Source: an optimization exercise on an open RTL-to-GDS flow (aim: small area). Production flows keep margins and buffers that such runs may drop. No run shown here included a check of the RTL's function; only the layout flow was run. Power figures rest on the tool's default switching activity, not on a simulated workload.

==> flow/design.v (outline; a module is shown in full before it is edited, if it fits) <==
// module cpu65xx: 3370 lines
module cpu65xx(clk, enable, reset, nmi_n, irq_n, so_n, din, dout, addr, we, debugOpcode, debugPc, debugA, debugX, debugY, debugS);
  // ...
==> flow/flow/run.sh <==
#!/bin/bash
# Standard ORFS layout (the standard.sh), with two changes:
#  - the port buffers are the smallest buffer (buf_1) instead of the
#    default choice;
#  - clock tree synthesis inserts no dummy loads.
set -euo pipefail
export BUFFER_PORTS_ARGS="-buffer_cell sky130_fd_sc_hd__buf_1"
export CTS_ARGS="-sink_clustering_enable -repair_clock_nets -dont_use_dummy_load"
bash standard.sh > standard.log 2>&1
==> flow/standard.sh <==
#!/bin/bash
# synth_recipe.tcl (not shown) runs the flow's synth.tcl, then flattens the netlist and writes it again
# the make line also repeats each setting of config.mk as NAME=value (left out here)
make -C /OpenROAD-flow-scripts/flow DESIGN_CONFIG=/design/flow/config.mk WORK_HOME=/design/flow/orfs CLKGATE_MAP_FILE= SYNTH_SCRIPT=/design/flow/synth_recipe.tcl "${@:-finish}"
==> flow/config.mk <==
export PLATFORM = sky130hd
export DESIGN_NAME = cpu65xx
export DESIGN_NICKNAME = cpu65xx
export VERILOG_FILES = /design/flow/design.v
export SDC_FILE = /design/flow/constraint.sdc
export NUM_CORES = 4
export LEC_CHECK = 0
export CAP_MARGIN = 20
export CORE_MARGIN = 2
export CORE_UTILIZATION = 40
export SLEW_MARGIN = 20
==> flow/constraint.sdc <==
create_clock -name core_clock -period 10.0 [get_ports {clk}]
set_input_delay 2.0000 -clock core_clock [delete_from_list [all_inputs] [get_ports {clk}]]
set_output_delay 2.0000 -clock core_clock [all_outputs]
set_load 0.01 [all_outputs]
==> metrics.md, run 1 <==
| Metric | Value |
|---|---|
| Outcome | `finished clean` |
| Post-synthesis simple-gate area fraction | `21.3%` |
| Hold path start | `V` |
| Synth unique cells | `107` |
| Top-area cell type share of the netlist area | `26.9%` |
| #MultiIn Comb | `911` |
| Post-layout util | `44.5%` |
| Gate Count Post-Synth | `1,152` |
| Post-synth top cells | `nor2_1, nand2_1, edfxtp_1` |
| Synth Flop Type | `edfxtp_1` |
| Largest net degree at the start of global routing | `45` |
| GRT met2 Usage | `47.3%` |
| Root Driver | `clkbuf_16` |
| Worst R2R End | `addr[15]` |
| DR pass1 iterations | `6` |
| R2R setup slack | `0.46 ns` |
| Worst EP required | `10.12 ns` |
| Dpl ws | `0.308 ns` |
| CTS buffer count | `9` |
| Post-Synthesis Cell Area | `10,000 µm²` |
| Final instance area | `10,900 µm²` |
| WS Path Type | `reg2reg` |
| Layout cells sized above 1 | `11.1%` |
| Hold endpoint | `Vprev` |
| # fillers | `2,508` |
| Post-Route WL | `38,900 µm` |
| Comb pwr share | `44.4%` |
| Number of diodes | `0` |
| Core area | `24,500 µm²` |
| Met1 Track Usage GR | `39.0%` |
| HPWL Detailed | `30,100 µm` |
| Clk tree area frac | `2.07%` |
| Sequential Power Share | `36.4%` |
| Worst flop-to-flop path startpoint | `debugOpcode[2]` |
| Fraction of area in multi-input gates | `60.3%` |
| Crit end category | `flip-flop` |
| Area of the multi-input gates | `6570 µm²` |
| Max-cap violations | `0` |
| Well Taps | `324` |
| Metal2 WL | `17,600 µm` |
| Sw Pwr | `0.633 mW` |
| Clock power share | `19.2%` |
| Post-synth EDFFs | `90` |
| Clock latency at the later pin of the worst-skew pair | `0.37 ns` |
| Syn nets | `1,233` |
==> run 2: changes to the inputs <==
--- a/flow/config.mk
+++ b/flow/config.mk
@@ -5,7 +5,8 @@
 export SDC_FILE = /design/flow/constraint.sdc
 export NUM_CORES = 4
 export LEC_CHECK = 0
+export ABC_AREA = 1
 export CAP_MARGIN = 20
 export CORE_MARGIN = 2
-export CORE_UTILIZATION = 40
+export CORE_UTILIZATION = 65
 export SLEW_MARGIN = 20
==> run 2 against run 1 <==
  * Synthesized cell count rose by 15%
  * Fmax rose by 0.29%
  * Sequential cell count did not move
  * Register-to-register slack improved by 0.03 ns
  * Highest routed layer is now met4
==> metrics.md, run 2 <==
| Metric | Value |
|---|---|
| Total congestion overflow | `0` |
| Biggest regs | `addr x16, debugPc x16` |
| Synthesized area per cell | `7.14 µm²` |
| Number of diodes | `0 (unchanged)` |
| Most common cell on crit path | `fa_1` |
| Post-CTS setup buffers | `0` |
| CTS resizes | `0` |
| Synth Flop Type | `edfxtp_1` |
| DRC | `0` |
| Final Worst Setup Slack | `0.492 ns` |
| Worst-margin pin slew | `1.16 ns` |
| DR WL/cell | `22.8 µm` |
| Vias per inst | `6.73` |
| Max-cap violations | `0 (unchanged)` |
| Critical path arrival | `9.62 ns` |
| Gate Count Post-Synth | `1,330 (+15%)` |
| Largest net degree at the start of global routing | `25 (-44%)` |
| Die area | `15,600 µm²` |
| Worst R2R End | `debugPc[15]` |
| Max clock buf depth | `2` |
| Ys Warns | `1` |
| Hold WS | `0.502 ns` |
| Worst R2R Path Depth | `40` |
| Post-Route WL | `36,400 µm (-6.4%)` |
| Dpl ws | `0.533 ns (+0.225 ns)` |
| HPWL Detailed | `28,600 µm (-5.1%)` |
| Port buffer count | `94` |
| Hold path start | `V` |
| Starting DRC count in detailed routing | `1,929` |
| Slew Limit Fails | `0` |
| Post-synth top cells | `nand2_1, inv_1, nor2_1` |
| Pwr per Cell Area | `156 nW/µm²` |
| First-pass GRT wire length | `55,600 µm` |
| Hold crit path type | `reg2reg` |
| Remaining antenna violation count | `0` |
| Clock sink total | `98` |
| Asr flop ratio synth | `0%` |
| Area leader, netlist | `edfxtp_1` |
| Layout cells sized above 1 | `7.21% (-3.9 points)` |
| Initial Util | `65.8%` |
| Synth unique cells | `59 (-45%)` |
| Outcome | `finished clean` |
| Synthesis-to-finish area growth | `7.74%` |
| Worst flop-to-flop path startpoint | `debugOpcode[6]` |
| Post-synthesis sequential area ratio | `30.2%` |
| WS Path Type | `reg2reg` |
| Post-layout nets | `1,498` |
| Die H | `125 µm` |
| # setup viols final | `0` |
| Tot GR Track Use | `46.1%` |
| CP startpoint kind | `flip-flop` |
| Maximum vdd drop | `0.000192 V` |
| Total number of vias | `10,800` |
| Yosys reg bits | `98` |
| Critical path's slowest cell | `edfxtp_1` |
| Placed inst area | `9990 µm²` |
| Worst EP required | `10.11 ns (about the same)` |
| Achievable Freq | `105 MHz` |
| Gpl congestion | `1.09` |
| Worst-path clk slew | `0.08 ns` |
| Core area | `14,400 µm² (-41%)` |
| Die Span X | `125 µm` |
| Commonest non-fill, non-tap cells in the layout | `nand2_1, inv_1, nor2_1, buf_1, edfxtp_1` |
| Final instance area | `10,200 µm² (-6.2%)` |
| TritonCTS clock tree | `built` |
| Leakage power total | `4.58 nW` |
| Most common cell after layout, fill and taps aside | `nand2_1` |
| Syn nets | `1,411 (+14%)` |
| R2R setup slack | `0.49 ns (+0.03 ns)` |
| DR pass1 iterations | `8 (+2)` |
| Vias in the first global route | `9,801` |
| CTS Hold Bufs | `0` |
| Hold endpoint | `Vprev` |
| RSZ-0062 raised after global routing | `no` |
| Initial antenna violation count | `0` |
| CP Max Fanout | `16` |
| CTS buffer count | `9 (unchanged)` |
| Hold Vio Cnt, Final | `0` |
| Top-area cell type share of the netlist area | `28.5% (+1.5 points)` |
| Crit end category | `flip-flop` |
| Clock latency at the later pin of the worst-skew pair | `0.37 ns (about the same)` |
| Layout Skew | `0.0228 ns` |
| Boundary Pins | `95` |
| H-tree levels | `3` |
| Critical path's largest stage delay | `0.49 ns` |
| Tmin final | `9.51 ns` |
| Top-count cell post-synth | `nand2_1` |
| Post-synth EDFFs | `90 (unchanged)` |
| Root Driver | `clkbuf_16` |
| Post-Synthesis Cell Area | `9490 µm² (-5.4%)` |
| Fin crit share | `95.1%` |
| FP Rows | `44` |
| Relative slew margins | `22.3%` |
| TNS Setup | `0 ns` |
| Worst hold path depth | `0` |
| Synth top area cells | `edfxtp_1, nand2_1, inv_1` |
run 2: report_power, final:
part	switching, mW	internal, mW	leakage (nW)
logic	0.488	0.224	3.58
clock network	0.152	0.159	0.111
registers	0.0504	0.522	0.890
run 2: area by class of cell:
| class | instances | area [µm²] |
|---|---|---|
| timing repair buffer | 98 | 383 |
| inverter | 214 | 805 |
| fill | 1208 | 4200 |
| sequential | 98 | 2860 |
| multi-input combinational | 996 | 5720 |
| clock buffer | 9 | 225 |
| tap | 184 | 230 |
run 2: cell families (layout without fill, tap and decap cells):
family          Yosys count  after routing  synth area share (%)
xor+xnor                 18             18                  1.66
compound gates          270            270                  17.0
fa+ha+maj                67             67                  11.1
buf+inv                 236            321                  9.81
simple gates            634            634                  29.5
mux                       7              7                 0.831
flops                    98             98                  30.2
run 2: worst max-delay path by stage:
stage                   start     endpoint  slack [ns]  cells after the start
3_5_place_dp   debugOpcode[2]  debugPc[15]        0.53                     40
3_3_place_gp   debugOpcode[6]  debugPc[15]         1.0                     40
6_report       debugOpcode[6]  debugPc[15]        0.49                     40
5_1_grt        debugOpcode[6]  debugPc[15]       0.009                     39
2_1_floorplan  debugOpcode[3]  debugPc[15]        1.53                     41
4_1_cts        debugOpcode[6]  debugPc[15]        0.57                     40
run 2: per-layer routing:
metal	part of all wire, %	up-vias	track usage [%]
met5	0	-	0
met4	6.1	0	22.2
met3	16	190	13.4
met2	42	1025	67.2
met1	36	4909	63.4
li1	-	4633	-
run 2: critical path, delay by kind of cell, from the launching register on:
family                   cells  cell delay, ns
XOR/XNOR                     2            0.26
AO/OA/AOI/OAI                4            0.66
adder cells (fa/ha/maj)     16            5.28
multiplexers                 1            0.33
AND/OR/NAND/NOR              6            0.97
flip-flops                   1            0.49
buffers and inverters       11            1.25
run 2: metrics by stage:
stage	utilization [%]	cells	power, mW
after floorplan	-	1330	1.03
after global routing	70.9	1599	1.66
after global placement	69.2	1590	1.23
after CTS	70.8	1599	1.56
final	70.9	1599	1.60
after detailed placement	69.3	1590	1.25

==> what the ideal ports hide <==
No port has a modelled driver above. Below, the same layouts with a new extraction and two added sets of constraints.
Step 1: set_driving_cell puts a clkbuf_16 on clk and a buf_2 on each other input, an assumption about the parent block.
Step 2 adds t to the input delays and takes it off the output delays; t is the mean of the earliest and latest rising clock arrival at the registers after step 1. Input paths then give back, and output paths get back, about the clock's delay inside the block.
a / b / c = ideal ports / drivers / drivers and shift; a / b = the first two.
run	shift t [ns]	setup slack, ns	worst slew at a driven data input, ns	pins driven straight from the clock port
run 1	0.406	0.464 / 0.464 / 0.464	0.04	1
run 2	0.398	0.492 / 0.492 / 0.492	0.03	1
After both steps setup and hold are still met in every run listed.
